Background: an optimization exercise with open tools, aiming at small area and a short achievable clock period. Do not read the settings as production practice. Where RTL was checked, it was by simulation tests only, not by an equivalence proof against the original. For run 6, only the layout was checked, not whether the RTL still works. Power figures rest on the tool's default switching activity, not on a simulated workload.

**flow/run.sh**
```bash
#!/bin/bash
# Standard ORFS layout, with faster port buffers and a timing-repair target
# tighter than the clock period (the SDC and clock period are unchanged).
set -euo pipefail
bash standard.sh \
  "BUFFER_PORTS_ARGS=-buffer_cell sky130_fd_sc_hd__buf_4" \
  "SETUP_SLACK_MARGIN=7" \
  finish > flow.log 2>&1
```
**standard.sh**
```bash
#!/bin/bash
# synth_recipe.tcl (not shown) runs the flow's synth.tcl, then flattens the netlist and writes it again
# the make line also repeats each setting of config.mk as NAME=value (left out here)
make -C /OpenROAD-flow-scripts/flow DESIGN_CONFIG=/design/flow/config.mk WORK_HOME=/design/flow/orfs CLKGATE_MAP_FILE= SYNTH_SCRIPT=/design/flow/synth_recipe.tcl "${@:-finish}"
```
**config.mk**
```make
export PLATFORM = sky130hd
export DESIGN_NAME = CPU
export DESIGN_NICKNAME = CPU
export VERILOG_FILES = /design/flow/design.v
export SDC_FILE = /design/flow/constraint.sdc
export NUM_CORES = 4
export LEC_CHECK = 0
export CAP_MARGIN = 20
export CORE_MARGIN = 2
export CORE_UTILIZATION = 70
export CTS_BUF_LIST = sky130_fd_sc_hd__clkbuf_8
export CTS_CLUSTER_DIAMETER = 50
export CTS_CLUSTER_SIZE = 16
export PLACE_DENSITY = 0.82
export SLEW_MARGIN = 20
```
**constraint.sdc**
```tcl
create_clock -name core_clock -period 12.0 [get_ports {clock}]
set_input_delay 2.4000 -clock core_clock [delete_from_list [all_inputs] [get_ports {clock}]]
set_output_delay 2.4000 -clock core_clock [all_outputs]
set_load 0.01 [all_outputs]
```
**design.v**
```verilog
module CPU(clock, reset,
imem_addr, imem_data,
dmem_addr, dmem_wdata, dmem_we, dmem_re, dmem_rdata,
rf_we, rf_waddr, rf_wdata);
input clock, reset;
output [15:0] imem_addr;
input  [15:0] imem_data;
output [15:0] dmem_addr, dmem_wdata;
output dmem_we, dmem_re;
input  [15:0] dmem_rdata;
output rf_we;
output [2:0] rf_waddr;
output [15:0] rf_wdata;
reg [15:0] pc;
reg [15:0] btb_pc  [0:7];
reg [10:0] btb_tgt [0:7];      
reg [7:0]  btb_pred;           
reg [7:1]  btb_wr;             
reg [1:0]  cnt1, cnt2;
reg [15:0] bp_key;             
reg [15:0] pc1, ir1;
reg        v1;
reg [15:0] pc2, ir2;
reg        v2;
reg [15:0] bta;                
reg        pm, c9;             
reg        rst_q;              
reg [15:0] a3, b3, d3;         
reg [2:0]  op3, dst3;
reg        fw3, lhi3, lnk3, ld3, sw3, v3;
reg        bw_we, bw_nt, bw_jal, bw_pred, bw_en1, bw_en2;
reg [10:0] bw_tgt;
reg [15:0] res4, wd4;
reg [2:0]  dst4;
reg        fw4, ld4, lnk4, sw4, re4, rw4;
reg [15:0] res5;
reg [2:0]  dst5;
reg        fw5, we5;
reg        cf, zf;
reg [15:0] rf [1:7];
wire [15:0] pc_e  = rst_q ? 16'd0 : pc;
wire [15:0] ir1_e = {ir1[15:12] | {4{rst_q}}, ir1[11:0]};
wire        v1_e  = v1 & ~rst_q;
wire [15:0] ir2_e = {ir2[15:12] | {4{rst_q}}, ir2[11:0]};
wire        v2_e  = v2 & ~rst_q;
assign imem_addr = pc_e;
wire [15:0] pc_inc = pc_e + 16'd1;
wire [3:0] op2 = ir2_e[15:12];
wire [2:0] ra2 = ir2[11:9];
wire [2:0] rb2 = ir2[8:6];
wire [2:0] rc2 = ir2[5:3];
wire is_alu2 = (op2 == 4'b0000) | (op2 == 4'b0010);
wire is_adi2 = (op2 == 4'b0001);
wire is_lhi2 = (op2 == 4'b0011);
wire is_lw2  = (op2 == 4'b0100);
wire is_sw2  = (op2 == 4'b0101);
wire is_beq2 = (op2 == 4'b1100);
wire is_jal2 = (op2 == 4'b1000);
wire is_jlr2 = (op2 == 4'b1001);
wire lnk2    = is_jal2 | is_jlr2;
wire fw2     = is_alu2 | is_adi2 | is_lhi2 | is_lw2 | lnk2;
wire [2:0] dst2 = is_alu2 ? rc2 : (is_adi2 | is_lw2 | is_sw2) ? rb2 : ra2;
wire immb2   = is_adi2 | is_lhi2 | is_lw2 | is_sw2 | ~(is_alu2 | is_beq2 | lnk2);
reg  [2:0] aop2;
always @(*) begin
  if (op2 == 4'b0000)
    case (ir2[1:0]) 2'b00: aop2 = 3'b000; 2'b10: aop2 = 3'b001; 2'b01: aop2 = 3'b010; default: aop2 = 3'b111; endcase
  else if (op2 == 4'b0010)
    case (ir2[1:0]) 2'b00: aop2 = 3'b100; 2'b10: aop2 = 3'b101; 2'b01: aop2 = 3'b110; default: aop2 = 3'b111; endcase
  else if (is_adi2 | is_lw2 | is_sw2)
    aop2 = 3'b011;
  else if (is_beq2 | lnk2)
    aop2 = 3'b000;
  else
    aop2 = 3'b111;
end
wire [15:0] se6 = {{10{ir2[5]}}, ir2[5:0]};
wire [8:0]  off2 = is_jal2 ? ir2[8:0] : {{3{ir2[5]}}, ir2[5:0]};
wire [15:0] pc2_inc = pc2 + 16'd1;
wire [15:0] rda = (ra2 == 3'd0) ? 16'd0 : rf[ra2];
wire [15:0] rdb = (rb2 == 3'd0) ? 16'd0 : rf[rb2];
wire [16:0] sum3 = {1'b0, a3} + {1'b0, b3};
wire [15:0] nand3 = ~(a3 & b3);
reg  [15:0] alu3;
reg         cf_n, zf_n;
always @(*) begin
  alu3 = 16'd0;
  cf_n = cf;
  zf_n = zf;
  case (op3)
    3'b000: begin alu3 = sum3[15:0]; cf_n = sum3[16]; zf_n = (sum3[15:0] == 16'd0); end
    3'b001: if (cf) begin alu3 = sum3[15:0]; cf_n = sum3[16]; zf_n = (sum3[15:0] == 16'd0); end
    3'b010: if (zf) begin alu3 = sum3[15:0]; cf_n = sum3[16]; zf_n = (sum3[15:0] == 16'd0); end
    3'b011: begin alu3 = sum3[15:0]; zf_n = (sum3[15:0] == 16'd0); end
    3'b100, 3'b101, 3'b110: begin alu3 = nand3; zf_n = (sum3[15:0] == 16'd0); end
    default: ;
  endcase
end
wire [15:0] exfwd = lhi3 ? d3 : alu3;
wire [15:0] d3_inc = d3 + 16'd1;
wire [15:0] mfwd = ld4 ? dmem_rdata : (lnk4 ? 16'd0 : res4);
wire [15:0] fa = (fw3 & (ra2 == dst3)) ? exfwd :
                 (fw4 & (ra2 == dst4)) ? mfwd  :
                 (fw5 & (ra2 == dst5)) ? res5  : rda;
wire [15:0] fb = (fw3 & (rb2 == dst3)) ? exfwd :
                 (fw4 & (rb2 == dst4)) ? mfwd  :
                 (fw5 & (rb2 == dst5)) ? res5  : rdb;
wire [15:0] bm = immb2 ? se6 : fb;
wire eq = (fa == fb);
wire [8:0]  off1 = (ir1[15:12] == 4'b1000) ? ir1[8:0] : {{3{ir1[5]}}, ir1[5:0]};
wire [15:0] bta1 = pc1 + {{7{off1[8]}}, off1};
wire [3:0] op1 = ir1_e[15:12];
wire s1v = (op1 == 4'b0000) | (op1 == 4'b0001) | (op1 == 4'b0010) | (op1 == 4'b0101) | (op1 == 4'b1100);
wire s2v = (op1 == 4'b0000) | (op1 == 4'b0010) | (op1 == 4'b0101) | (op1 == 4'b1100) | (op1 == 4'b1001);
wire dep = (s1v & (ir1[11:9] == rb2)) | (s2v & (ir1[8:6] == rb2));
wire vbeq    = v2_e & is_beq2;
wire beq_tk  = vbeq & eq & ~pm;              
wire beq_nt  = vbeq & ~eq & pm;              
wire beq_upd = vbeq & ~eq & ~pm;             
wire jal_tk  = v2_e & is_jal2 & ~pm;
wire jlr_tk  = v2_e & is_jlr2;
wire lw_il   = v2_e & is_lw2 & dep;
wire sq_eq1 = (vbeq & ~pm) | jal_tk | jlr_tk | lw_il;
wire sq_eq0 = (vbeq & pm) | jal_tk | jlr_tk | lw_il;
wire squash = eq ? sq_eq1 : sq_eq0;
wire [15:0] npc_eq1 = ((vbeq & ~pm) | jal_tk) ? bta : lw_il ? pc2_inc : pc_inc;
wire [15:0] npc_eq0 = jal_tk ? bta : ((vbeq & pm) | lw_il) ? pc2_inc : pc_inc;
wire [15:0] npc = jlr_tk ? bm : (eq ? npc_eq1 : npc_eq0);
wire [7:0] wrv = {btb_wr, 1'b0};
reg        hit2;
reg  [2:0] add2;
integer k;
always @(*) begin
  hit2 = 1'b0;
  add2 = 3'd0;
  for (k = 7; k >= 0; k = k - 1)
    if (btb_pc[k] == d3) begin
      hit2 = 1'b1;
      add2 = wrv[k] ? k : 3'd0;
    end
end
wire [2:0] bp_addr = (hit2 | bw_nt) ? add2 : (bw_jal ? {1'b1, cnt2} : {1'b0, cnt1});
reg        bp_sel;
reg [10:0] bp_t;
always @(*) begin
  bp_sel = 1'b0;
  bp_t   = btb_tgt[7];
  for (k = 7; k >= 0; k = k - 1)
    if (btb_pc[k] == bp_key) begin
      bp_sel = btb_pred[k];
      bp_t   = btb_tgt[k];
    end
end
wire [6:0]  key_hi_inc = bp_key[15:9] + 7'd1;
wire [6:0]  key_hi_dec = bp_key[15:9] - 7'd1;
wire [15:0] bp_tgt = {bp_t[10] ? key_hi_inc : (bp_t[9] ? key_hi_dec : bp_key[15:9]), bp_t[8:0]};
always @(posedge clock) begin
  pc     <= bp_sel ? bp_tgt : npc;
  bp_key <= npc;
  pc1 <= pc_e;
  ir1 <= imem_data;
  v1  <= ~squash;
  pc2 <= pc1;
  ir2 <= ir1_e;
  v2  <= ~squash & v1_e;
  bta <= bta1;
  pm  <= (pc_e == bta1);
  c9  <= bta1[9] ^ pc1[9] ^ off1[8];
  rst_q <= reset;
  a3   <= fa;
  b3   <= bm;
  d3   <= is_lhi2 ? {ir2[8:0], 7'd0} : ((lnk2 | is_beq2) ? pc2 : fb);
  op3  <= aop2;
  dst3 <= dst2;
  fw3  <= fw2;
  lhi3 <= is_lhi2;
  lnk3 <= lnk2;
  ld3  <= is_lw2;
  sw3  <= is_sw2;
  v3   <= v2_e;
  bw_we   <= beq_tk | beq_nt | beq_upd | jal_tk;
  bw_nt   <= beq_nt;
  bw_jal  <= is_jal2;
  bw_pred <= (beq_tk | jal_tk) & (bta != 16'd0);
  bw_en1  <= beq_tk;
  bw_en2  <= jal_tk;
  bw_tgt  <= {c9 & ~off2[8], off2[8] & ~c9, bta[8:0]};
  res4 <= lhi3 ? d3 : (lnk3 ? d3_inc : alu3);
  wd4  <= d3;
  dst4 <= dst3;
  fw4  <= ~reset & fw3;
  ld4  <= ld3;
  lnk4 <= lnk3;
  sw4  <= ~reset & sw3;
  re4  <= ~reset & ld3 & v3;
  rw4  <= ~reset & fw3 & v3;
  res5 <= ld4 ? dmem_rdata : res4;
  dst5 <= dst4;
  fw5  <= fw4;
  we5  <= ~reset & rw4;
  if (rst_q) begin
    cf <= 1'b0;
    zf <= 1'b1;
  end else begin
    cf <= cf_n;
    zf <= zf_n;
  end
  if (rst_q) begin
    cnt1 <= 2'd0;
    cnt2 <= 2'd0;
  end else begin
    if (bw_en1) cnt1 <= cnt1 + 2'd1;
    if (bw_en2) cnt2 <= cnt2 + 2'd1;
  end
end
wire [15:0] wdat = rst_q ? 16'd0 : res5;
genvar g;
generate
  for (g = 1; g < 8; g = g + 1) begin : gen_rf
    always @(posedge clock)
      if (rst_q | (we5 & (dst5 == g)))
        rf[g] <= wdat;
  end
endgenerate
generate
  for (g = 0; g < 8; g = g + 1) begin : gen_btb
    always @(posedge clock) begin
      if (rst_q | (bw_we & (bp_addr == g))) begin
        btb_pc[g]   <= rst_q ? 16'd0 : d3;
        btb_pred[g] <= ~rst_q & bw_pred;
      end
      if (~rst_q & bw_we & (bp_addr == g))
        btb_tgt[g] <= bw_tgt;
    end
    if (g != 0) begin : gen_wr
      always @(posedge clock)
        if (rst_q | (bw_we & (bp_addr == g)))
          btb_wr[g] <= ~rst_q;
    end
  end
endgenerate
assign dmem_addr  = res4;
assign dmem_wdata = wd4;
assign dmem_we    = sw4 & ~re4 & ~fw4 & ~ld4;
assign dmem_re    = re4;
assign rf_we      = we5;
assign rf_waddr   = dst5;
assign rf_wdata   = reset ? 16'd0 : res5;    
endmodule
```
==> summary.txt, run 1 <==
- Outcome: no timing/DRC/antenna violations
- Cell Rows: 76
- Crit path time final: 5.17 ns
- Max H-tree Level: 2
- Worst hold path type: register to register
- Area Growth Syn to Fin: 8.58%
- Final Util: 0.767
- Top reg by flops: btb_pc
- Worst setup EP type: output pin
- GRT Overall Usage: 0.430
- Clock Power Share: 0.279
- Min-delay src: d3[3]
- GPL Wtd Cong: 1.00
- Max-slew violations: 0
- Seq pwr share: 0.549
- Psw: approximately 1.4 mW
- Async set-reset flop share out of synthesis: 0
- Clk sinks: 605
- Post-Layout Cell Count: 3492
- Nets: 2935
- Die height: approximately 210 µm
- Post-DP HPWL: ~66 mm
- Rel. slew slack: 0.159
- R2r startpoint: ir2[9]
- Hold slack: around 0.34 ns
- Grt total ovfl: 0
- Routed via count: about 24000
- Vias in the first global route: 23500
- Post-Syn Area: 30400 µm²
- Leak pwr: roughly 13 nW
- Share of post-route cells with drive strength above 1: 0.132
- Hold EP: wd4[3]
- IO buf count: ~100
- Comb pwr share: 0.172
- FF-to-FF path depth: 13
- Achievable clock frequency: roughly 190 MHz
- Post-DRT Antenna Nets: 0
- Period utilization: 0.431
- Largest registers: btb_pc: 128 flops, rf: 112 flops, btb_tgt: 88 flops
- Clock Path Buffers: 3
- Clock latency at the later pin of the worst-skew pair: roughly 0.72 ns
- Starting DRC count in detailed routing: 3844
- Router iterations before antenna repair: 7
- Crit start category: input pin
- Clock root cell: clkbuf_8
- Initial antenna violation count: 2
- TNS Setup: 0 ns
- Drt drc: 0
- Dpl cells: 3384
- CP required: between 9 and 10 ns
- I/O pin cnt: roughly 100
- Largest register FFs: 128
- Clock skew: around 0.034 ns
- CP Buf/Inv Count: 2
- CP Cell Sequence: buf_16, nor2b_4, buf_6
- Initial Util: 0.706
- Die Wd: about 210 µm
- Mapped Cells: about 2800
- Num CTS Buffers: 53
- # setup viols final: 0
- Switching Fraction: 0.307
- Final wirelength: just under 100 mm
- Slowest-stage cell, CP: buf_16
- Internal Pwr Total: 3.15 mW
- RSZ-0062 raised after global routing: true
- Sequential-to-total area share from yosys stat: 0.512
- PD cells: between 100 and 150 nW/µm²
- Die area: roughly 45000 µm²
- Final hold violations: 0
- WP data arrival: between 2 and 3 ns
- Hold-fix buffers at CTS: 0
- Synth Flop Type: edfxtp_1
- Yosys warning count: 20
- Post-synth EDFFs: about 340
- Syn avg cell area: about 11 µm²
- Syn Nets: around 2900
- Largest net degree at the start of global routing: 78
- CTS tree: yes
- Max IR drop VDD: around 0.16 mV
- Layout fillers: approximately 2800
- Slew @ Worst Pin: around 1.3 ns
- Post-detailed-route wirelength per cell: 27.8 µm
- First-pass GRT wire length: 144 mm
- CP max stage delay: roughly 0.14 ns
- Hold depth: 0
- Via-to-Cell Ratio: roughly 7
- RR Endpoint: bp_key[2]
- CP Max Fanout: 6
- Synth unique cells: 106
- Max Cap Viol: 0
- Reg2Reg Setup Slack: 7.21 ns
- CTS clock-pin slew for the worst setup and hold paths: approximately 0.1 ns
- Synth Register Bits: 605
- Critical Setup Path Class: input pin to output pin
- Core area: 43000 µm²
- Critical path's top delay family: buffers and inverters
[synthesized netlist by cell type (40+ instances only)]
library cell,instances,share of area
a211oi_1,45,0.011
a21oi_1,147,0.024
buf_2,68,0.011
clkbuf_1,74,0.0091
dfxtp_1,262,0.17
edfxtp_1,343,0.34
inv_1,59,0.0073
mux2_2,40,0.015
mux2i_1,109,0.036
nand2_1,169,0.021
nand3_1,60,0.0099
nand4_1,47,0.0097
nor2_1,179,0.022
nor2b_1,78,0.016
nor3_1,41,0.0068
nor4_1,64,0.013
o21ai_0,129,0.021
xnor2_1,137,0.040
xor2_1,230,0.066
[worst max path at each step]
| stage | slack (ns) | from | cells after the start | endpoint |
|---|---|---|---|---|
| finish | 6.83 | reset | 3 | rf_wdata[7] |
| CTS | 6.82 | reset | 3 | rf_wdata[9] |
| global route | 6.81 | reset | 3 | rf_wdata[2] |
| floorplan | 6.90 | reset | 2 | rf_wdata[11] |
| global placement | 5.78 | dmem_rdata[5] | 11 | bp_key[0] |
| detailed placement | 5.92 | dmem_rdata[5] | 11 | bp_key[0] |
[power by group through the flow]
stage / sequential (mW) / clock (mW) / combinational (mW)
finish: 2.50 / 1.27 / 0.784
global route: 2.51 / 1.33 / 0.824
CTS: 2.49 / 1.26 / 0.756
detailed placement: 2.54 / 0 / 0.743
global placement: 2.53 / 0 / 0.725
floorplan: 2.47 / 0 / 0.522
[cells in the final DEF (no fill, tap or decap), types with 9 or more instances in the layout]
cell,instances
and2_1,17
buf_4,149
a211oi_1,45
inv_1,75
o21ai_1,21
mux2_2,40
nand4_1,47
a31oi_1,35
buf_6,18
nand3_1,60
xnor2_1,137
mux2i_1,109
nand2_1,169
o22ai_1,34
nor4_1,64
ha_1,36
nor2b_1,62
a22oi_1,15
a21o_1,24
a221oi_1,20
a221o_1,9
nor2_1,174
nand2b_1,29
o211ai_1,10
nor2b_4,15
dfxtp_1,254
edfxtp_1,343
and3_1,21
clkbuf_8,56
nor3_1,40
o21a_1,16
a21oi_1,147
o31ai_1,23
o221ai_1,13
o21ai_0,121
xor2_1,230
[per-layer routing]
| layer | track usage | routed length, µm | vias up | part of all wire |
|---|---|---|---|---|
| met4 | 0.184 | 4460 | 0 | 0.046 |
| met3 | 0.0954 | 13500 | 344 | 0.14 |
| met5 | 0 | 0 | - | 0 |
| met2 | 0.645 | 41900 | 1940 | 0.43 |
| met1 | 0.605 | 37000 | 11700 | 0.38 |
| li1 | - | - | 10400 | - |
[cell families (layout without fill, tap and decap cells)]
kind of cell,Yosys count,count (layout),share of synthesized area
compound gates,645,646,0.143
flops,605,605,0.512
xor+xnor,368,368,0.106
other cells,0,1,0
buf+inv,242,329,0.0362
simple gates,762,762,0.129
fa+ha+maj,38,38,0.0162
mux,158,158,0.0571
[layout make-up]
type,count,area [µm²],area share
Multi-Input combinational cell,1972,13900,0.423
Antenna cell,1,2.50,0.0000759
Tap cell,585,732,0.0222
Inverter,60,225,0.00683
Timing Repair Buffer,171,1410,0.0427
Clock inverter,42,335,0.0102
Clock buffer,56,771,0.0234
Sequential cell,605,15600,0.472
[metrics by stage]
| step | power, mW | setup WS [ns] | instance area, µm² |
|---|---|---|---|
| global route | 4.66 | 6.81 | 33000 |
| CTS | 4.51 | 6.82 | 32900 |
| detailed placement | 3.28 | 5.92 | 31600 |
| finish | 4.55 | 6.83 | 33000 |
| floorplan | 2.99 | 6.90 | 30500 |
| global placement | 3.26 | 5.78 | 31600 |
[worst reg2reg max path: cells and delay by family, from the launching register on]
family | cells | cell delay [ns]
AOI/OAI and AO/OA | 4 | 0.95
xor gates and xnor gates | 2 | 0.47
buffers and inverters | 1 | 0.60
DFF | 1 | 0.33
and+or+nand+nor | 6 | 2.35
[timing repair]
action | 4_1_cts | 5_1_grt
pin swaps | 0 | 3
resized for setup | 25 | 4
cloned | 2 | 1
setup buffers | 1 | 4
endpoints found under the setup margin | 51 | 47
==> run 2, diff against run 1 <==
--- a/flow/run.sh
+++ b/flow/run.sh
@@ -5,4 +5,4 @@
 bash standard.sh \
-  "BUFFER_PORTS_ARGS=-buffer_cell sky130_fd_sc_hd__buf_4" \
-  "SETUP_SLACK_MARGIN=7" \
+  "BUFFER_PORTS_ARGS=-buffer_cell sky130_fd_sc_hd__buf_2" \
+  "SETUP_SLACK_MARGIN=7.5" \
   finish > flow.log 2>&1
--- a/config.mk
+++ b/config.mk
@@ -9,3 +9,3 @@
 export CORE_MARGIN = 2
-export CORE_UTILIZATION = 70
+export CORE_UTILIZATION = 55
 export CTS_BUF_LIST = sky130_fd_sc_hd__clkbuf_8
@@ -13,3 +13,3 @@
 export CTS_CLUSTER_SIZE = 16
-export PLACE_DENSITY = 0.82
+export PLACE_DENSITY = 0.7
 export SLEW_MARGIN = 20
==> run 2 against run 1 <==
Register-to-register slack better by 0.41 ns. Utilization down 15 points. Synthesized cell count unchanged. Still clean on timing, DRC and antenna. Routed wire length up 3.2%. Clock-buffer cell count up 5. Global-route usage down 8.6 points. Die area up 27%.
==> summary.txt, run 2 <==
- Psw: 1.46 mW (+4.2%)
- Post-Layout Cell Count: 3629 (+3.9%)
- Initial antenna violation count: 2 (unchanged)
- CTS clock-pin slew for the worst setup and hold paths: 0.10 ns (about the same)
- Post-synthesis simple-gate area fraction: 0.129 (unchanged)
- WP data arrival: 2.77 ns (about the same)
- Outcome: no timing/DRC/antenna violations
- Top cell type's share of synthesized area: 0.339 (unchanged)
- Slew @ Worst Pin: 1.19 ns (-0.0705 ns)
- Met1 Track Usage GR: 0.499 (-0.107)
- Crit start category: input pin
- Seq pwr share: 0.532 (-0.017)
- Comb pwr share: 0.166 (-0.006)
- GPL Wtd Cong: 0.964 (-4.0%)
- Syn avg cell area: 10.8 µm² (unchanged)
- Synth Area in Compound Gates: 0.143 (unchanged)
- Worst hold path type: register to register
- Leak pwr: 12.9 nW (+1.7%)
- Max IR drop VDD: 0.130 mV (-21%)
- Post-synthesis cell type with the largest combined area: edfxtp_1
- Max Cap Viol: 0 (unchanged)
- CTS tree: yes
- Grt total ovfl: 0 (unchanged)
- Cell Rows: 86 (+13%)
- Starting DRC count in detailed routing: 3083 (-20%)
- Synth unique cells: 106 (unchanged)
- Hold-fix buffers at CTS: 0 (unchanged)
- M2 GR Usage: 0.504 (-0.141)
- Post-DRT Antenna Nets: 0 (unchanged)
- Top reg by flops: btb_pc
- Clock skew: 0.0386 ns (+0.00433 ns)
- Area post-placement: 31600 µm² (about the same)
- Max H-tree Level: 2 (unchanged)
- Design Area, Final: 33600 µm² (+2.0%)
- Vias in the first global route: 22400 (-4.9%)
- Most common cell after layout, fill and taps aside: edfxtp_1
- Main area contributors after synthesis: edfxtp_1 34%, dfxtp_1 17%, xor2_1 6.6%
- Largest net degree at the start of global routing: 57 (-27%)
- Post-synthesis xor/xnor area fraction: 0.106 (unchanged)
- Clock Power Share: 0.301 (+0.022)
- Pre-CTS setup slack: 6.22 ns (+0.298 ns)
- Post-Syn Area: 30400 µm² (unchanged)
- Largest family of logic cells by synthesized area: compound AO/OA/AOI/OAI gates
- Setup WS post-layout: 6.83 ns (+0.00434 ns)
- Router iterations before antenna repair: 8 (+1)
- Core area: 54900 µm² (+28%)
- Syn Nets: 2890 (unchanged)
- Largest registers: btb_pc: 128 flops, rf: 112 flops, btb_tgt: 88 flops
- Via-to-Cell Ratio: 6.55 (-6.4%)
- Post-detailed-route wirelength per cell: 27.6 µm (-0.71%)
- # setup viols final: 0 (unchanged)
- Post-Synth Adder-Cell Area: 0.0162 (unchanged)
- TNS Setup: 0 ns (unchanged)
- GR Util met3: 0.0642 (-0.0312)
- Initial Util: 0.553 (-0.153)
- Leading post-synthesis cells by instance count: 343 x edfxtp_1, 262 x dfxtp_1, 230 x xor2_1
- Final wirelength: 100 mm (+3.2%)
- Hold slack: 0.349 ns (+0.00639 ns)
- Die area: 57100 µm² (+27%)
- Dpl cells: 3497 (+3.3%)
- Worst setup EP type: output pin
- Mux cell area share after synthesis: 0.0571 (unchanged)
- PD cells: 140 nW/µm² (+1.6%)
- Period utilization: 0.431 (about the same)
- CP required: 9.60 ns (about the same)
- CP Max Fanout: 6 (unchanged)
- Internal Pwr Total: 3.26 mW (+3.5%)
- First-pass GRT wire length: 145 mm (+0.78%)
- Nets: 2948 (+0.44%)
- GRT Overall Usage: 0.344 (-0.0860)
- Async set-reset flop share out of synthesis: 0 (unchanged)
- Final hold violations: 0 (unchanged)
- Most frequent cells in the layout: 343 x edfxtp_1, 238 x dfxtp_1, 229 x xor2_1, 174 x nor2_1, 167 x nand2_1
- Critical path origin: reset
- I/O pin cnt: 104 (unchanged)
- Routed via count: 23800 (-2.8%)
- Yosys warning count: 20 (unchanged)
- Post-DP HPWL: 68.6 mm (+3.4%)
- Mapped Cells: 2818 (unchanged)
- Min-delay src: pc1[14]
- Clock Path Buffers: 3 (unchanged)
- Post-synth EDFFs: 343 (unchanged)
- Clock root cell: clkbuf_8
- Max-slew violations: 0 (unchanged)
- Achievable clock frequency: 193 MHz (about the same)
- Clock latency at the later pin of the worst-skew pair: 0.72 ns (about the same)
- Count leader, synth: edfxtp_1
- Critical Setup Path Class: input pin to output pin
- Rel. slew slack: 0.208 (+0.0492)
- Synth Flop Type: edfxtp_1
- Area Growth Syn to Fin: 10.8%
- Switching Fraction: 0.309 (+0.00145)
- Die height: 239 µm (+13%)
- Die Wd: 239 µm (+13%)
- IO buf count: 103 (unchanged)
- Largest register FFs: 128 (unchanged)
- Sequential-to-total area share from yosys stat: 0.512 (unchanged)
- Clk sinks: 605 (unchanged)
- RSZ-0062 raised after global routing: true
- Drt drc: 0 (unchanged)
- Gr busiest metal: met2
- R2r startpoint: a3[0]
- Share of post-route cells with drive strength above 1: 0.159 (+0.0265)
- Synth Register Bits: 605 (unchanged)
- Crit path time final: 5.17 ns (-0.00434 ns)
- Num CTS Buffers: 58 (+9.4%)
==> run 2: cell counts after synthesis <==
No cell type changed its count.
==> run 2: final cells by class <==
cell class | count | area [µm²]
sequential | 605 | 15600
timing repair buffer | 177 | 1380
antenna | 1 | 2.50
clock inverter | 47 | 479
tap | 704 | 881
multi-input combinational | 1974 | 14200
inverter | 60 | 229
fill | 4441 | 21200
clock buffer | 61 | 840
==> run 2: path summary, 6_finish.rpt <==
kind	to	slack (ns)	cells after the start
hold / removal	pc2[14]	0.35	0
hold reg to reg	pc2[14]	0.35	0
setup / recovery	rf_wdata[1]	6.83	3
setup reg to reg	pc[0]	7.62	15
==> run 2: cells by family after synthesis <==
| logic type | count (synthesis) |
|---|---|
| buffers and inverters | 242 |
| DFF | 605 |
| and+or+nand+nor | 762 |
| muxes | 158 |
| adders and majority gates | 38 |
| xor gates and xnor gates | 368 |
| AOI/OAI and AO/OA | 645 |
==> run 2: worst max-delay path: stages <==
cell,delay [ns]
buf_16,0.13
nor2b_4,0.13
buf_6,0.11
==> run 2: timing repair <==
item	CTS	global route
gates cloned	4	2
pin swaps	3	7
resized for setup	60	42
buffers inserted	9	8
setup endpoints to repair	88	99
==> run 2: metrics by stage <==
stage / total power, mW / util
global placement: 3.27 / 0.576
global route: 4.86 / 0.613
CTS: 4.69 / 0.608
detailed placement: 3.29 / 0.576
floorplan: 3.00 / -
finish: 4.72 / 0.613
==> run 2: metal layers <==
| metal | up-vias | share of wire |
|---|---|---|
| met1 | 11600 | 0.42 |
| met3 | 254 | 0.11 |
| li1 | 10500 | - |
| met5 | - | 0 |
| met4 | 0 | 0.044 |
| met2 | 1454 | 0.43 |
==> run 2: power by group through the flow <==
stage               logic, mW  clock network (mW)  registers (mW)
floorplan               0.526                   0            2.47
global placement        0.723                   0            2.55
detailed placement      0.734                   0            2.55
CTS                     0.761                1.43            2.50
global route            0.829                1.51            2.52
finish                  0.786                1.42            2.51
==> run 3, diff against run 2 <==
--- a/flow/run.sh
+++ b/flow/run.sh
@@ -6,3 +6,3 @@
   "BUFFER_PORTS_ARGS=-buffer_cell sky130_fd_sc_hd__buf_2" \
-  "SETUP_SLACK_MARGIN=7.5" \
+  "SETUP_SLACK_MARGIN=7" \
   finish > flow.log 2>&1
==> run 3 against run 2 <==
Highest routed layer is now met5. Power is 2.6% higher. Sequential cell count stayed put. Still clean on timing, DRC and antenna. First-iteration DRC count is 0.58% lower. Worst hold slack better by 0.0027 ns. Worst setup slack worse by 0.013 ns. Area after synthesis stayed put.
==> summary.txt, run 3 <==
- Crit start category: input pin
- Most frequent cells in the layout: 343 x edfxtp_1, 253 x dfxtp_1, 230 x xor2_1, 172 x nor2_1, 168 x nand2_1
- CP max stage delay: 0.13 ns (about the same)
- Post-DP HPWL: 69.0 mm (+0.47%)
- Synth Register Bits: 605 (unchanged)
- Post-detailed-route wirelength per cell: 27.5 µm (-0.21%)
- Leading post-synthesis cells by instance count: 343 x edfxtp_1, 262 x dfxtp_1, 230 x xor2_1
- # setup viols final: 0 (unchanged)
- Slew @ Worst Pin: 1.19 ns (+0.00628 ns)
- Area Growth Syn to Fin: 9.75%
- CP Max Fanout: 6 (unchanged)
- GRT Overall Usage: 0.346 (+0.00245)
- Vias in the first global route: 22300 (-0.11%)
- Dpl cells: 3493 (-0.11%)
- Drt drc: 0 (unchanged)
- I/O pin cnt: 104 (unchanged)
- Clk sinks: 605 (unchanged)
- Num CTS Buffers: 67 (+16%)
- Achievable clock frequency: 193 MHz (-0.25%)
- Post-Layout Cell Count: 3631 (+0.055%)
- Hold-fix buffers at CTS: 0 (unchanged)
- Async set-reset flop share out of synthesis: 0 (unchanged)
- Clock Path Buffers: 3 (unchanged)
- Die Wd: 239 µm (unchanged)
- Count leader, synth: edfxtp_1
- CTS clock-pin slew for the worst setup and hold paths: 0.09 ns (about the same)
- Clock latency at the later pin of the worst-skew pair: 0.69 ns (-0.03 ns)
- Outcome: no timing/DRC/antenna violations
- Pre-CTS setup slack: 6.01 ns (-0.215 ns)
- Path length in cells of the critical path: 3 (unchanged)
- Max-slew violations: 0 (unchanged)
- Starting DRC count in detailed routing: 3065 (-0.58%)
- Leak pwr: 12.8 nW (-0.84%)
- Post-synth EDFFs: 343 (unchanged)
- Clock root cell: clkbuf_8
- Router iterations before antenna repair: 6 (-2)
- CTS tree: yes
- RSZ-0062 raised after global routing: true
- Grt total ovfl: 0 (unchanged)
- Worst setup EP type: output pin
- IO buf count: 103 (unchanged)
- Post-synthesis cell type with the largest combined area: edfxtp_1
- Post-DRT Antenna Nets: 0 (unchanged)
- Max H-tree Level: 3 (+1)
- Crit path time final: 5.18 ns (+0.0128 ns)
- Initial Util: 0.553 (unchanged)
- CP Cell Sequence: buf_16, nor2b_4, buf_6
- Largest register FFs: 128 (unchanged)
- Syn Nets: 2890 (unchanged)
- Slowest-stage cell, CP: buf_16
- Rel. slew slack: 0.204 (-0.00440)
- Routed via count: 23800 (-0.050%)
- Top reg by flops: btb_pc
- Most common cell after layout, fill and taps aside: edfxtp_1
- Final hold violations: 0 (unchanged)
- Core area: 54900 µm² (unchanged)
- Cell Rows: 86 (unchanged)
- WP data arrival: 2.78 ns (about the same)
- Period utilization: 0.432 (+0.00107)
- Hold depth: 0 (unchanged)
- Via-to-Cell Ratio: 6.54 (-0.11%)
- Max Cap Viol: 0 (unchanged)
- Synth Flop Type: edfxtp_1
- CP required: 9.60 ns (about the same)
- Share of post-route cells with drive strength above 1: 0.143 (-0.0160)
- Nets: 2943 (-0.17%)
- Final wirelength: 99.8 mm (-0.16%)
- Sequential-to-total area share from yosys stat: 0.512 (unchanged)
- Largest registers: btb_pc: 128 flops, rf: 112 flops, btb_tgt: 88 flops
- Synth unique cells: 106 (unchanged)
- Critical Setup Path Class: input pin to output pin
- PD cells: 145 nW/µm² (+3.6%)
- Syn avg cell area: 10.8 µm² (unchanged)
- Max IR drop VDD: 0.108 mV (-17%)
- Critical path's top delay family: buffers and inverters
- Post-Syn Area: 30400 µm² (unchanged)
- CP Buf/Inv Count: 2 (unchanged)
- FF-to-FF path depth: 13 (-2)
- Top cell type's share of synthesized area: 0.339 (unchanged)
- Initial antenna violation count: 4 (+2)
- Yosys warning count: 20 (unchanged)
- Die area: 57100 µm² (unchanged)
- First-pass GRT wire length: 146 mm (+0.44%)
- Die height: 239 µm (unchanged)
- Main area contributors after synthesis: edfxtp_1 34%, dfxtp_1 17%, xor2_1 6.6%
- TNS Setup: 0 ns (unchanged)
- Largest net degree at the start of global routing: 79 (+39%)
- Clock skew: 0.0394 ns (+0.000830 ns)
- Mapped Cells: 2818 (unchanged)
- GPL Wtd Cong: 0.967 (+0.35%)
- Setup WS post-layout: 6.82 ns (-0.0128 ns)
- Worst hold path type: register to register
-- run 3: per-stage QoR --
stage | power [mW] | cell area (µm²) | hold slack [ns] | utilization
after global routing | 4.99 | 33300 | 0.359 | 0.607
after detailed placement | 3.28 | 31400 | 0.343 | 0.573
after floorplan | 2.99 | 30500 | 0.324 | -
final | 4.84 | 33300 | 0.352 | 0.607
after CTS | 4.82 | 33200 | 0.354 | 0.605
after global placement | 3.27 | 31400 | 0.341 | 0.573
-- run 3: kinds of logic (layout without fill, tap and decap cells) --
logic type / count (synthesis) / count (layout) / synth area share
AO/OA/AOI/OAI: 645 / 645 / 0.143
XOR/XNOR: 368 / 368 / 0.106
adder cells (fa/ha/maj): 38 / 38 / 0.0162
buffers and inverters: 242 / 347 / 0.0362
flip-flops: 605 / 605 / 0.512
multiplexers: 158 / 158 / 0.0571
other: 0 / 4 / 0
AND/OR/NAND/NOR: 762 / 762 / 0.129
-- run 3: per-layer routing --
| layer | vias to the layer above | share of wire | global-route usage |
|---|---|---|---|
| li1 | 10500 | - | - |
| met4 | 2 | 0.038 | 0.138 |
| met3 | 227 | 0.11 | 0.0590 |
| met1 | 11600 | 0.42 | 0.503 |
| met2 | 1433 | 0.43 | 0.515 |
| met5 | - | 0.00013 | 0 |
-- run 3: cell type report --
| class | instances | area (µm²) |
|---|---|---|
| Antenna cell | 4 | 10.0 |
| Clock buffer | 73 | 1000 |
| Clock inverter | 48 | 497 |
| Fill cell | 4501 | 21600 |
| Inverter | 60 | 229 |
| Multi-Input combinational cell | 1971 | 13900 |
| Sequential cell | 605 | 15600 |
| Tap cell | 704 | 881 |
| Timing Repair Buffer | 166 | 1200 |
-- run 3: final timing paths --
kind            from     endpoint  slack [ns]
max            reset  rf_wdata[9]        6.82
min          pc1[13]      pc2[13]        0.35
max reg2reg   ir2[6]    bp_key[0]        7.23
min reg2reg  pc1[13]      pc2[13]        0.35
-- run 3: repair_timing --
item	in CTS	in global routing
gates resized for setup	28	12
pin swaps	1	1
cloned	2	0
endpoints found under the setup margin	54	55
setup buffers	5	6
-- run 3: power by group --
group          switching [mW]  internal (mW)
sequential              0.176           2.34
clock                   0.853          0.701
combinational           0.468          0.302
==> run 4, diff against run 3 <==
--- a/config.mk
+++ b/config.mk
@@ -7,5 +7,5 @@
 export LEC_CHECK = 0
-export CAP_MARGIN = 20
+export CAP_MARGIN = 10
 export CORE_MARGIN = 2
-export CORE_UTILIZATION = 55
+export CORE_UTILIZATION = 62
 export CTS_BUF_LIST = sky130_fd_sc_hd__clkbuf_8
@@ -13,3 +13,3 @@
 export CTS_CLUSTER_SIZE = 16
-export PLACE_DENSITY = 0.7
-export SLEW_MARGIN = 20
+export PLACE_DENSITY = 0.75
+export SLEW_MARGIN = 10
==> run 4 against run 3 <==
Still clean on timing, DRC and antenna. Via count hardly changed. Die area shrank 11%. Register-to-register slack got worse by 0.19 ns. Routed wire length decreased by 2.6%. Sequential power is essentially flat. Area after synthesis did not move. Clock skew increased by 0.0037 ns. Critical endpoint is now rf_wdata[1]. Largest cell class unchanged.
==> summary.txt, run 4 <==
- Post-detailed-route wirelength per cell: 27.4 µm (-0.24%)
- Rel. slew slack: 0.0902 (-0.114)
- Post-synth EDFFs: 343 (unchanged)
- Most frequent cells in the layout: 343 x edfxtp_1, 255 x dfxtp_1, 230 x xor2_1, 177 x nor2_1, 169 x nand2_1
- Nets: 2942 (-0.034%)
- Crit path time final: 5.19 ns (+0.0102 ns)
- GRT Overall Usage: 0.379 (+0.0327)
- Top cell type's share of synthesized area: 0.339 (unchanged)
- Synth Register Bits: 605 (unchanged)
- Clock latency at the later pin of the worst-skew pair: 0.72 ns (+0.03 ns)
- Reg2Reg Setup Slack: 7.04 ns (-0.19 ns)
- CP Cell Sequence: buf_16, nor2b_4, buf_6
- Slowest-stage cell, CP: nor2b_4
- Yosys warning count: 20 (unchanged)
- Syn avg cell area: 10.8 µm² (unchanged)
- Post-DRT Antenna Nets: 0 (unchanged)
- Initial antenna violation count: 7 (+3)
- Die area: 50800 µm² (-11%)
- Period utilization: 0.433 (+0.000853)
- Synth unique cells: 106 (unchanged)
- Cell Rows: 81 (-5.8%)
- Hold-fix buffers at CTS: 0 (unchanged)
- Vias in the first global route: 22000 (-1.3%)
- Final hold violations: 0 (unchanged)
- Post-Layout Cell Count: 3544 (-2.4%)
- Design Area, Final: 33000 µm² (-0.89%)
- Post-synthesis cell type with the largest combined area: edfxtp_1
- IO buf count: 103 (unchanged)
- Via-to-Cell Ratio: 6.71 (+2.5%)
- First-pass GRT wire length: 142 mm (-2.7%)
- Clock Path Buffers: 3 (unchanged)
- Largest registers: btb_pc: 128 flops, rf: 112 flops, btb_tgt: 88 flops
- Final wirelength: 97.2 mm (-2.6%)
- CTS tree: yes
- Router iterations before antenna repair: 8 (+2)
- Starting DRC count in detailed routing: 3433 (+12%)
- CP required: 9.60 ns (about the same)
- CP Max Fanout: 6 (unchanged)
- Outcome: no timing/DRC/antenna violations
- # setup viols final: 0 (unchanged)
- Main area contributors after synthesis: edfxtp_1 34%, dfxtp_1 17%, xor2_1 6.6%
- Sequential-to-total area share from yosys stat: 0.512 (unchanged)
- Crit start category: input pin
- Clock skew: 0.0431 ns (+0.00371 ns)
- Mapped Cells: 2818 (unchanged)
- WP data arrival: 2.79 ns (about the same)
- Max IR drop VDD: 0.137 mV (+27%)
- Core area: 48600 µm² (-11%)
- Area Growth Syn to Fin: 8.77%
- PD cells: 141 nW/µm² (-2.9%)
- Top reg by flops: btb_pc
- Count leader, synth: edfxtp_1
- Worst hold path type: register to register
- Largest register FFs: 128 (unchanged)
- Slew @ Worst Pin: 1.36 ns (+0.169 ns)
- CTS clock-pin slew for the worst setup and hold paths: 0.10 ns (about the same)
- Leak pwr: 12.8 nW (-0.41%)
- Num CTS Buffers: 57 (-15%)
- Area post-placement: 31400 µm² (-0.28%)
- Dpl cells: 3414 (-2.3%)
- Share of post-route cells with drive strength above 1: 0.135 (-0.00764)
- CP max stage delay: 0.14 ns (about the same)
- Max-slew violations: 0 (unchanged)
- I/O pin cnt: 104 (unchanged)
- Async set-reset flop share out of synthesis: 0 (unchanged)
- GPL Wtd Cong: 1.00 (+3.5%)
- Syn Nets: 2890 (unchanged)
- Clock root cell: clkbuf_8
- Leading post-synthesis cells by instance count: 343 x edfxtp_1, 262 x dfxtp_1, 230 x xor2_1
- Largest net degree at the start of global routing: 79 (unchanged)
- Synth Flop Type: edfxtp_1
- Drt drc: 0 (unchanged)
- Achievable clock frequency: 193 MHz (-0.20%)
- TNS Setup: 0 ns (unchanged)
- Initial Util: 0.624 (+0.0709)
- Worst setup EP type: output pin
- Grt total ovfl: 0 (unchanged)
- Routed via count: 23800 (+0.088%)
- Max Cap Viol: 0 (unchanged)
- Critical Setup Path Class: input pin to output pin
- Clk sinks: 605 (unchanged)
- Post-DP HPWL: 66.9 mm (-3.0%)
- Die Wd: 225 µm (-5.7%)
- Die height: 225 µm (-5.7%)
- Max H-tree Level: 2 (-1)
- RSZ-0062 raised after global routing: true
- Power, Total: 4.66 mW (-3.8%)
- Most common cell after layout, fill and taps aside: edfxtp_1
- Post-Syn Area: 30400 µm² (unchanged)
==> run 4: final timing paths <==
check / startpoint / endpoint / depth (start not counted)
max: reset / rf_wdata[1] / 3
min reg2reg: ir1[4] / ir2[4] / 0
max reg2reg: ir2[10] / pc[0] / 14
min: ir1[4] / ir2[4] / 0
==> run 4: timing repair <==
action | in CTS | in global routing
pin swaps | 0 | 4
cloned | 2 | 1
endpoints found under the setup margin | 57 | 53
buffers inserted | 1 | 15
resized for setup | 29 | 6
==> run 4: cell families after synthesis <==
logic type / Yosys count / synth area share
simple gates: 762 / 0.129
mux: 158 / 0.0571
flops: 605 / 0.512
compound gates: 645 / 0.143
xor+xnor: 368 / 0.106
fa+ha+maj: 38 / 0.0162
buf+inv: 242 / 0.0362
==> run 4: final cells by class <==
class | instances | area (µm²)
fill | 3633 | 15600
sequential | 605 | 15600
multi-input combinational | 1972 | 13900
timing repair buffer | 174 | 1250
clock buffer | 60 | 826
tap | 622 | 778
clock inverter | 47 | 453
inverter | 60 | 225
antenna | 4 | 10.0
==> run 4: worst max-delay path, delay by kind of cell <==
| kind | cells | cell delay, ns |
|---|---|---|
| buf+inv | 2 | 0.25 |
| simple gates | 1 | 0.14 |
==> run 4: power by group <==
part	switching [mW]	leakage [nW]	internal (mW)
Combinational	0.465	6.50	0.299
Clock	0.791	0.697	0.590
Sequential	0.171	5.58	2.34
==> run 4: per-stage QoR <==
stage	utilization	worst slack, ns	hold slack (ns)
CTS	0.675	6.85	0.361
global route	0.679	6.80	0.371
floorplan	-	6.90	0.324
finish	0.679	6.81	0.355
global placement	0.645	5.77	0.346
detailed placement	0.645	5.59	0.344
==> run 4: per-layer routing <==
layer  share of wire  GRT usage  vias to the layer above
met4           0.042      0.152                        2
met2            0.42      0.546                     1596
li1                -          -                    10500
met1            0.42      0.553                    11400
met3            0.12     0.0881                      263
met5        0.000093          0                        -
==> run 5, diff against run 4 <==
--- a/flow/run.sh
+++ b/flow/run.sh
@@ -6,3 +6,3 @@
   "BUFFER_PORTS_ARGS=-buffer_cell sky130_fd_sc_hd__buf_2" \
-  "SETUP_SLACK_MARGIN=7" \
+  "SETUP_SLACK_MARGIN=6.85" \
   finish > flow.log 2>&1
==> run 5 against run 4 <==
Still clean. Utilization shrank 0.59 points. Worst setup slack worse by 0.049 ns. Sequential power hardly changed. Clock-buffer cell count rose by 4. Register-to-register slack worse by 0.25 ns. Critical path depth did not move. Via count increased by 0.26%. Critical path type unchanged. Critical endpoint is now rf_wdata[5]. Largest power group unchanged.
==> summary.txt, run 5 <==
- Outcome: no timing/DRC/antenna violations
- First-pass GRT wire length: 143 mm (+1.3%)
- Most frequent cells in the layout: 343 x edfxtp_1, 255 x dfxtp_1, 230 x xor2_1, 177 x nor2_1, 169 x nand2_1
- Clock skew: 0.0397 ns (-0.00343 ns)
- # setup viols final: 0 (unchanged)
- Crit start category: input pin
- Drt drc: 0 (unchanged)
- PD cells: 141 nW/µm² (+0.28%)
- Hold-fix buffers at CTS: 0 (unchanged)
- Hold slack: 0.351 ns (-0.00419 ns)
- Post-Layout Cell Count: 3537 (-0.20%)
- Routed via count: 23800 (+0.26%)
- Clock latency at the later pin of the worst-skew pair: 0.73 ns (about the same)
- Initial antenna violation count: 5 (-2)
- Crit path time final: 5.24 ns (+0.0485 ns)
- Clk sinks: 605 (unchanged)
- I/O pin cnt: 104 (unchanged)
- Post-synthesis xor/xnor area fraction: 0.106 (unchanged)
- Period utilization: 0.437 (+0.00404)
- Design Area, Final: 32700 µm² (-0.87%)
- Largest register FFs: 128 (unchanged)
- Initial Util: 0.624 (unchanged)
- Die height: 225 µm (unchanged)
- Critical Setup Path Class: input pin to output pin
- Max H-tree Level: 2 (unchanged)
- Syn avg cell area: 10.8 µm² (unchanged)
- Largest net degree at the start of global routing: 59 (-25%)
- Worst setup EP type: output pin
- Final wirelength: 98.5 mm (+1.3%)
- Starting DRC count in detailed routing: 3066 (-11%)
- Largest registers: btb_pc: 128 flops, rf: 112 flops, btb_tgt: 88 flops
- GPL Wtd Cong: 0.955 (-4.6%)
- Die area: 50800 µm² (unchanged)
- Mux cell area share after synthesis: 0.0571 (unchanged)
- Syn Nets: 2890 (unchanged)
- Router iterations before antenna repair: 6 (-2)
- Vias in the first global route: 22400 (+1.4%)
- GRT Overall Usage: 0.384 (+0.00486)
- Largest family of logic cells by synthesized area: compound AO/OA/AOI/OAI gates
- Worst hold path type: register to register
- Sequential-to-total area share from yosys stat: 0.512 (unchanged)
- Pre-CTS setup slack: 6.21 ns (+0.615 ns)
- Max Cap Viol: 0 (unchanged)
- Synth Register Bits: 605 (unchanged)
- RSZ-0062 raised after global routing: true
- Setup WS post-layout: 6.76 ns (-0.0485 ns)
- Achievable clock frequency: 191 MHz (-0.93%)
- Synth unique cells: 106 (unchanged)
- Post-DP HPWL: 67.8 mm (+1.4%)
- Async set-reset flop share out of synthesis: 0 (unchanged)
- Clock root cell: clkbuf_8
- Max IR drop VDD: 0.132 mV (-3.7%)
- CP Max Fanout: 5 (-1)
- TNS Setup: 0 ns (unchanged)
- Grt total ovfl: 0 (unchanged)
- Top reg by flops: btb_pc
- Rel. slew slack: 0.204 (+0.114)
- IO buf count: 103 (unchanged)
- Synth Flop Type: edfxtp_1
- Max-slew violations: 0 (unchanged)
- Leading post-synthesis cells by instance count: 343 x edfxtp_1, 262 x dfxtp_1, 230 x xor2_1
- Post-DRT Antenna Nets: 0 (unchanged)
- Area Growth Syn to Fin: 7.83%
- Leak pwr: 12.7 nW (-0.71%)
- Via-to-Cell Ratio: 6.74 (+0.46%)
- Final hold violations: 0 (unchanged)
- Num CTS Buffers: 60 (+5.3%)
- CP required: 9.60 ns (about the same)
- Area post-placement: 31300 µm² (-0.31%)
- Final Util: 0.673 (-0.00589)
- Most common cell after layout, fill and taps aside: edfxtp_1
- Post-synthesis cell type with the largest combined area: edfxtp_1
- Cell Rows: 81 (unchanged)
- Dpl cells: 3416 (+0.059%)
- Share of post-route cells with drive strength above 1: 0.130 (-0.00453)
- Core area: 48600 µm² (unchanged)
- Power, Total: 4.63 mW (-0.59%)
- Synth Area in Compound Gates: 0.143 (unchanged)
- CTS clock-pin slew for the worst setup and hold paths: 0.09 ns (about the same)
- Die Wd: 225 µm (unchanged)
- Post-Syn Area: 30400 µm² (unchanged)
- Nets: 2932 (-0.34%)
- WP data arrival: 2.84 ns (+0.05 ns)
- Post-Synth Adder-Cell Area: 0.0162 (unchanged)
- Post-synth EDFFs: 343 (unchanged)
- Count leader, synth: edfxtp_1
- Mapped Cells: 2818 (unchanged)
- Top cell type's share of synthesized area: 0.339 (unchanged)
- Post-synthesis simple-gate area fraction: 0.129 (unchanged)
- Main area contributors after synthesis: edfxtp_1 34%, dfxtp_1 17%, xor2_1 6.6%
- Slew @ Worst Pin: 1.19 ns (-0.172 ns)
- Post-detailed-route wirelength per cell: 27.8 µm (+1.5%)
- Yosys warning count: 20 (unchanged)
- Clock Path Buffers: 3 (unchanged)
- CTS tree: yes
-- run 5: path summary, 6_finish.rpt --
kind / from / to / slack [ns] / cells past startpoint
worst min-delay path: pc1[0] / pc2[0] / 0.35 / 0
worst max-delay path: reset / rf_wdata[5] / 6.76 / 3
worst min register to register: pc1[0] / pc2[0] / 0.35 / 0
worst max register to register: ir2[9] / pc[0] / 6.79 / 14
-- run 5: what timing repair did --
item,in CTS,in global routing
buffers inserted,0,2
gates resized for setup,6,16
endpoints found under the setup margin,38,29
gates cloned,1,1
-- run 5: metal layers --
layer | routed length (µm) | share of wire | track usage
met1 | 40400 | 0.41 | 0.553
met2 | 42400 | 0.43 | 0.566
met3 | 11500 | 0.12 | 0.0817
met4 | 4120 | 0.042 | 0.153
met5 | 36 | 0.00037 | 0
-- run 5: area by class of cell --
type / instances / area (µm²)
diodes: 3 / 7.51
fillers: 3788 / 15900
clock buffers: 64 / 881
repair buffers: 162 / 1050
clock inverters: 50 / 407
multi-input cells: 1971 / 13800
well taps: 622 / 778
flip-flops and latches: 605 / 15600
inverters: 60 / 225
-- run 5: critical path: stages --
cell and delay (ns):
clkbuf_16 0.14, nor2b_1 0.15, buf_2 0.15
-- run 5: cells by family after synthesis --
| logic type | after synthesis |
|---|---|
| buf+inv | 242 |
| xor+xnor | 368 |
| compound gates | 645 |
| flops | 605 |
| simple gates | 762 |
| fa+ha+maj | 38 |
| mux | 158 |
-- run 5: power breakdown --
part / switching [mW] / internal, mW / leakage (nW) / total, mW
Combinational: 0.483 / 0.289 / 6.41 / 0.773
Sequential: 0.153 / 2.34 / 5.58 / 2.50
Clock: 0.819 / 0.543 / 0.699 / 1.36
==> run 6, diff against run 5 <==
--- a/design.v
+++ b/design.v
@@ -15,3 +15,3 @@
 reg [15:0] btb_pc  [0:7];
-reg [10:0] btb_tgt [0:7];      
+reg [8:0]  btb_tgt [0:7];      
 reg [7:0]  btb_pred;           
@@ -25,3 +25,3 @@
 reg [15:0] bta;                
-reg        pm, c9;             
+reg        pm;                 
 reg        rst_q;              
@@ -31,3 +31,3 @@
 reg        bw_we, bw_nt, bw_jal, bw_pred, bw_en1, bw_en2;
-reg [10:0] bw_tgt;
+reg [8:0]  bw_tgt;
 reg [15:0] res4, wd4;
@@ -143,3 +143,3 @@
 reg        bp_sel;
-reg [10:0] bp_t;
+reg [8:0]  bp_t;
 always @(*) begin
@@ -153,5 +153,3 @@
 end
-wire [6:0]  key_hi_inc = bp_key[15:9] + 7'd1;
-wire [6:0]  key_hi_dec = bp_key[15:9] - 7'd1;
-wire [15:0] bp_tgt = {bp_t[10] ? key_hi_inc : (bp_t[9] ? key_hi_dec : bp_key[15:9]), bp_t[8:0]};
+wire [15:0] bp_tgt = bp_key + {{7{bp_t[8]}}, bp_t};
 always @(posedge clock) begin
@@ -167,3 +165,2 @@
   pm  <= (pc_e == bta1);
-  c9  <= bta1[9] ^ pc1[9] ^ off1[8];
   rst_q <= reset;
@@ -186,3 +183,3 @@
   bw_en2  <= jal_tk;
-  bw_tgt  <= {c9 & ~off2[8], off2[8] & ~c9, bta[8:0]};
+  bw_tgt  <= off2;
   res4 <= lhi3 ? d3 : (lnk3 ? d3_inc : alu3);
--- a/flow/run.sh
+++ b/flow/run.sh
@@ -5,4 +5,4 @@
 bash standard.sh \
-  "BUFFER_PORTS_ARGS=-buffer_cell sky130_fd_sc_hd__buf_2" \
-  "SETUP_SLACK_MARGIN=6.85" \
+  "BUFFER_PORTS_ARGS=-buffer_cell sky130_fd_sc_hd__buf_4" \
+  "SETUP_SLACK_MARGIN=7" \
   finish > flow.log 2>&1
--- a/config.mk
+++ b/config.mk
@@ -7,5 +7,5 @@
 export LEC_CHECK = 0
-export CAP_MARGIN = 10
+export CAP_MARGIN = 20
 export CORE_MARGIN = 2
-export CORE_UTILIZATION = 62
+export CORE_UTILIZATION = 55
 export CTS_BUF_LIST = sky130_fd_sc_hd__clkbuf_8
@@ -13,3 +13,3 @@
 export CTS_CLUSTER_SIZE = 16
-export PLACE_DENSITY = 0.75
-export SLEW_MARGIN = 10
+export PLACE_DENSITY = 0.7
+export SLEW_MARGIN = 20
==> run 6 against run 5 <==
Still clean on timing, DRC and antenna. Cell count increased by 4.1%. Sequential power fell by 4%. Global-route usage fell by 2.5 points. Critical path type unchanged. Critical endpoint is now rf_wdata[2].
==> summary.txt, run 6 <==
- Post-synthesis cell type with the largest combined area: edfxtp_1
- CTS clock-pin slew for the worst setup and hold paths: 0.10 ns (about the same)
- Post-detailed-route wirelength per cell: 28.0 µm (+0.42%)
- Initial antenna violation count: 4 (-1)
- Synth unique cells: 95 (-10%)
- Num CTS Buffers: 58 (-3.3%)
- Clock skew: 0.0410 ns (+0.00127 ns)
- Post-DP HPWL: 72.0 mm (+6.2%)
- Drt drc: 0 (unchanged)
- Worst setup EP type: output pin
- Largest registers: btb_pc: 128 flops, rf: 112 flops, btb_tgt: 72 flops
- FF-to-FF path depth: 20 (+6)
- Die Wd: 238 µm (+5.7%)
- WP data arrival: 2.78 ns (-0.06 ns)
- Period utilization: 0.432 (-0.00507)
- Crit start category: input pin
- RSZ-0062 raised after global routing: true
- Outcome: no timing/DRC/antenna violations
- GPL Wtd Cong: 1.02 (+6.6%)
- RR Endpoint: pc[14]
- Yosys warning count: 20 (unchanged)
- Routed via count: 23700 (-0.68%)
- Sequential-to-total area share from yosys stat: 0.497 (-0.0145)
- Clock root cell: clkbuf_8
- Clock Path Buffers: 3 (unchanged)
- # setup viols final: 0 (unchanged)
- Count leader, synth: edfxtp_1
- Async set-reset flop share out of synthesis: 0 (unchanged)
- Rel. slew slack: 0.227 (+0.0228)
- Die height: 238 µm (+5.7%)
- TNS Setup: 0 ns (unchanged)
- FF+latch area: 15100 µm² (-3.2%)
- Min-delay src: ld3
- Post-Syn Area: 30200 µm² (-0.66%)
- Die area: 56700 µm² (+12%)
- Final wirelength: 103 mm (+4.5%)
- Clk sinks: 586 (-3.1%)
- Top cell type's share of synthesized area: 0.326 (-0.0137)
- IO buf count: 103 (unchanged)
- Post-synth EDFFs: 327 (-4.7%)
- Crit path time final: 5.18 ns (-0.0609 ns)
- Hold depth: 0 (unchanged)
- Top reg by flops: btb_pc
- Via-to-Cell Ratio: 6.43 (-4.6%)
- Cell Rows: 85 (+4.9%)
- Max IR drop VDD: 0.121 mV (-8.3%)
- Syn avg cell area: 10.6 µm² (-2.1%)
- Synth Register Bits: 586 (-3.1%)
- Leak pwr: 13.1 nW (+3.3%)
- Largest net degree at the start of global routing: 63 (+6.8%)
- Max-slew violations: 0 (unchanged)
- Area of the multi-input gates: 14500 µm² (+4.6%)
- Clock latency at the later pin of the worst-skew pair: 0.74 ns (about the same)
- Reg2Reg Setup Slack: 6.88 ns (+0.09 ns)
- Worst hold path type: register to register
- Most frequent cells in the layout: 327 x edfxtp_1, 239 x dfxtp_1, 227 x xor2_1, 216 x nor2_1, 188 x nand2_1
- Synth Flop Type: edfxtp_1
- Max H-tree Level: 2 (unchanged)
- Core area: 54000 µm² (+11%)
- CP required: 9.60 ns (about the same)
- Nets: 3022 (+3.1%)
- CTS tree: yes
- Max Cap Viol: 0 (unchanged)
- Power, Total: 4.63 mW (about the same)
- I/O pin cnt: 104 (unchanged)
- Main area contributors after synthesis: edfxtp_1 33%, dfxtp_1 17%, xor2_1 6.6%
- R2r startpoint: btb_pc[0][0]
- Leading post-synthesis cells by instance count: 327 x edfxtp_1, 259 x dfxtp_1, 227 x xor2_1
- Layout fillers: 4414 (+17%)
- Share of post-route cells with drive strength above 1: 0.160 (+0.0294)
- Vias in the first global route: 22900 (+2.6%)
- Achievable clock frequency: 193 MHz (+1.2%)
- Router iterations before antenna repair: 6 (unchanged)
- Hold EP: ld4
- Critical Setup Path Class: input pin to output pin
- Syn Nets: 2945 (+1.9%)
- Mapped Cells: 2859 (+1.5%)
- Slew @ Worst Pin: 1.16 ns (-0.0314 ns)
- Post-DRT Antenna Nets: 0 (unchanged)
- Area Growth Syn to Fin: 11.4%
- GRT Overall Usage: 0.359 (-0.0249)
- Starting DRC count in detailed routing: 2506 (-18%)
- CP Max Fanout: 6 (+1)
- PD cells: 138 nW/µm² (-2.6%)
- Largest register FFs: 128 (unchanged)
- First-pass GRT wire length: 150 mm (+4.7%)
- Most common cell after layout, fill and taps aside: edfxtp_1
- Grt total ovfl: 0 (unchanged)
- Final hold violations: 0 (unchanged)
- Initial Util: 0.558 (-0.0658)
==> run 6: kinds of logic after synthesis <==
group,Yosys count,synth area share
and+or+nand+nor,807,0.135
AOI/OAI and AO/OA,602,0.133
DFF,586,0.497
xor gates and xnor gates,381,0.111
buffers and inverters,245,0.0341
muxes,186,0.0684
adders and majority gates,52,0.0223
==> run 6: critical path: stages <==
cell and delay (ns):
buf_16 0.14, nor2b_4 0.13, buf_6 0.11
==> run 6: power by group <==
part | internal (mW) | total (mW) | switching, mW
logic | 0.319 | 0.824 | 0.506
clock network | 0.599 | 1.40 | 0.802
registers | 2.26 | 2.41 | 0.146
total | 3.18 | 4.63 | 1.45
==> run 6: worst max-delay path by stage <==
stage,start,to,slack (ns)
detailed placement,bp_key[14],pc[14],5.97
global route,btb_pc[5][14],pc[14],6.81
CTS,reset,rf_wdata[2],6.82
floorplan,reset,rf_wdata[10],6.90
finish,reset,rf_wdata[2],6.82
global placement,bp_key[14],pc[14],6.00
==> run 6: cell type report <==
type | count | area share
diodes | 3 | 0.000223
clock buffers | 64 | 0.0262
clock inverters | 43 | 0.0129
inverters | 60 | 0.00681
multi-input cells | 2031 | 0.431
flip-flops and latches | 586 | 0.448
well taps | 696 | 0.0259
repair buffers | 199 | 0.0493
==> run 6: metrics by stage <==
| stage | cells | area [µm²] | hold WS (ns) | utilization | setup WS [ns] |
|---|---|---|---|---|---|
| 6_report | 3682 | 33600 | 0.356 | 0.622 | 6.82 |
| 5_1_grt | 3680 | 33600 | 0.365 | 0.622 | 6.81 |
| 4_1_cts | 3668 | 33400 | 0.357 | 0.618 | 6.82 |
| 3_5_place_dp | 3527 | 31600 | 0.332 | 0.584 | 5.97 |
| 3_3_place_gp | 3527 | 31600 | 0.338 | 0.584 | 6.00 |
| 2_1_floorplan | 2859 | 30300 | 0.324 | - | 6.90 |
==> run 6: routing by layer <==
metal | up-vias | GRT usage | routed length, µm
met5 | - | 0 | 7
met4 | 2 | 0.206 | 7080
met3 | 306 | 0.0596 | 7890
met2 | 1246 | 0.583 | 47500
met1 | 11500 | 0.456 | 40500
li1 | 10600 | - | -
==> run 6: repair_timing <==
| item | in CTS | in global routing |
|---|---|---|
| endpoints found under the setup margin | 53 | 50 |
| buffers inserted | 29 | 11 |
| resized for setup | 56 | 30 |
| pin swaps | 8 | 7 |
| hold endpoints to repair | 0 | 0 |
| gates cloned | 5 | 0 |
| hold buffers | 0 | 0 |

re-timing with driven ports:
In the flow no input, the clock included, has a driving cell. The finished layouts below were timed again as built, in two steps.
Step 1, drivers: a clkbuf_16 drives clock and a buf_2 each remaining input, both assumed.
Step 2 also shifts input and output timing later by t, the mid clock arrival at the registers, as if the neighbouring blocks saw the same clock.
Slacks: no drivers / after step 1 / after step 2; pairs: no drivers / after step 1.
run | t (ns) | setup slack, ns | latest minus earliest clock arrival (ns)
run 1 | 0.758 | 6.825 / 6.608 / 6.420 | 0.036 / 0.035
run 2 | 0.763 | 6.830 / 6.683 / 6.683 | 0.041 / 0.042
run 3 | 0.732 | 6.817 / 6.573 / 6.469 | 0.039 / 0.039
run 4 | 0.762 | 6.807 / 6.663 / 6.299 | 0.045 / 0.045
run 5 | 0.772 | 6.758 / 6.637 / 6.342 | 0.040 / 0.039
run 6 | 0.776 | 6.819 / 6.587 / 6.332 | 0.042 / 0.043
After both steps setup and hold are still met in every run listed. For run 4, which loses most, drivers alone change the setup slack by -0.144 ns; drivers and shift together by -0.508 ns.
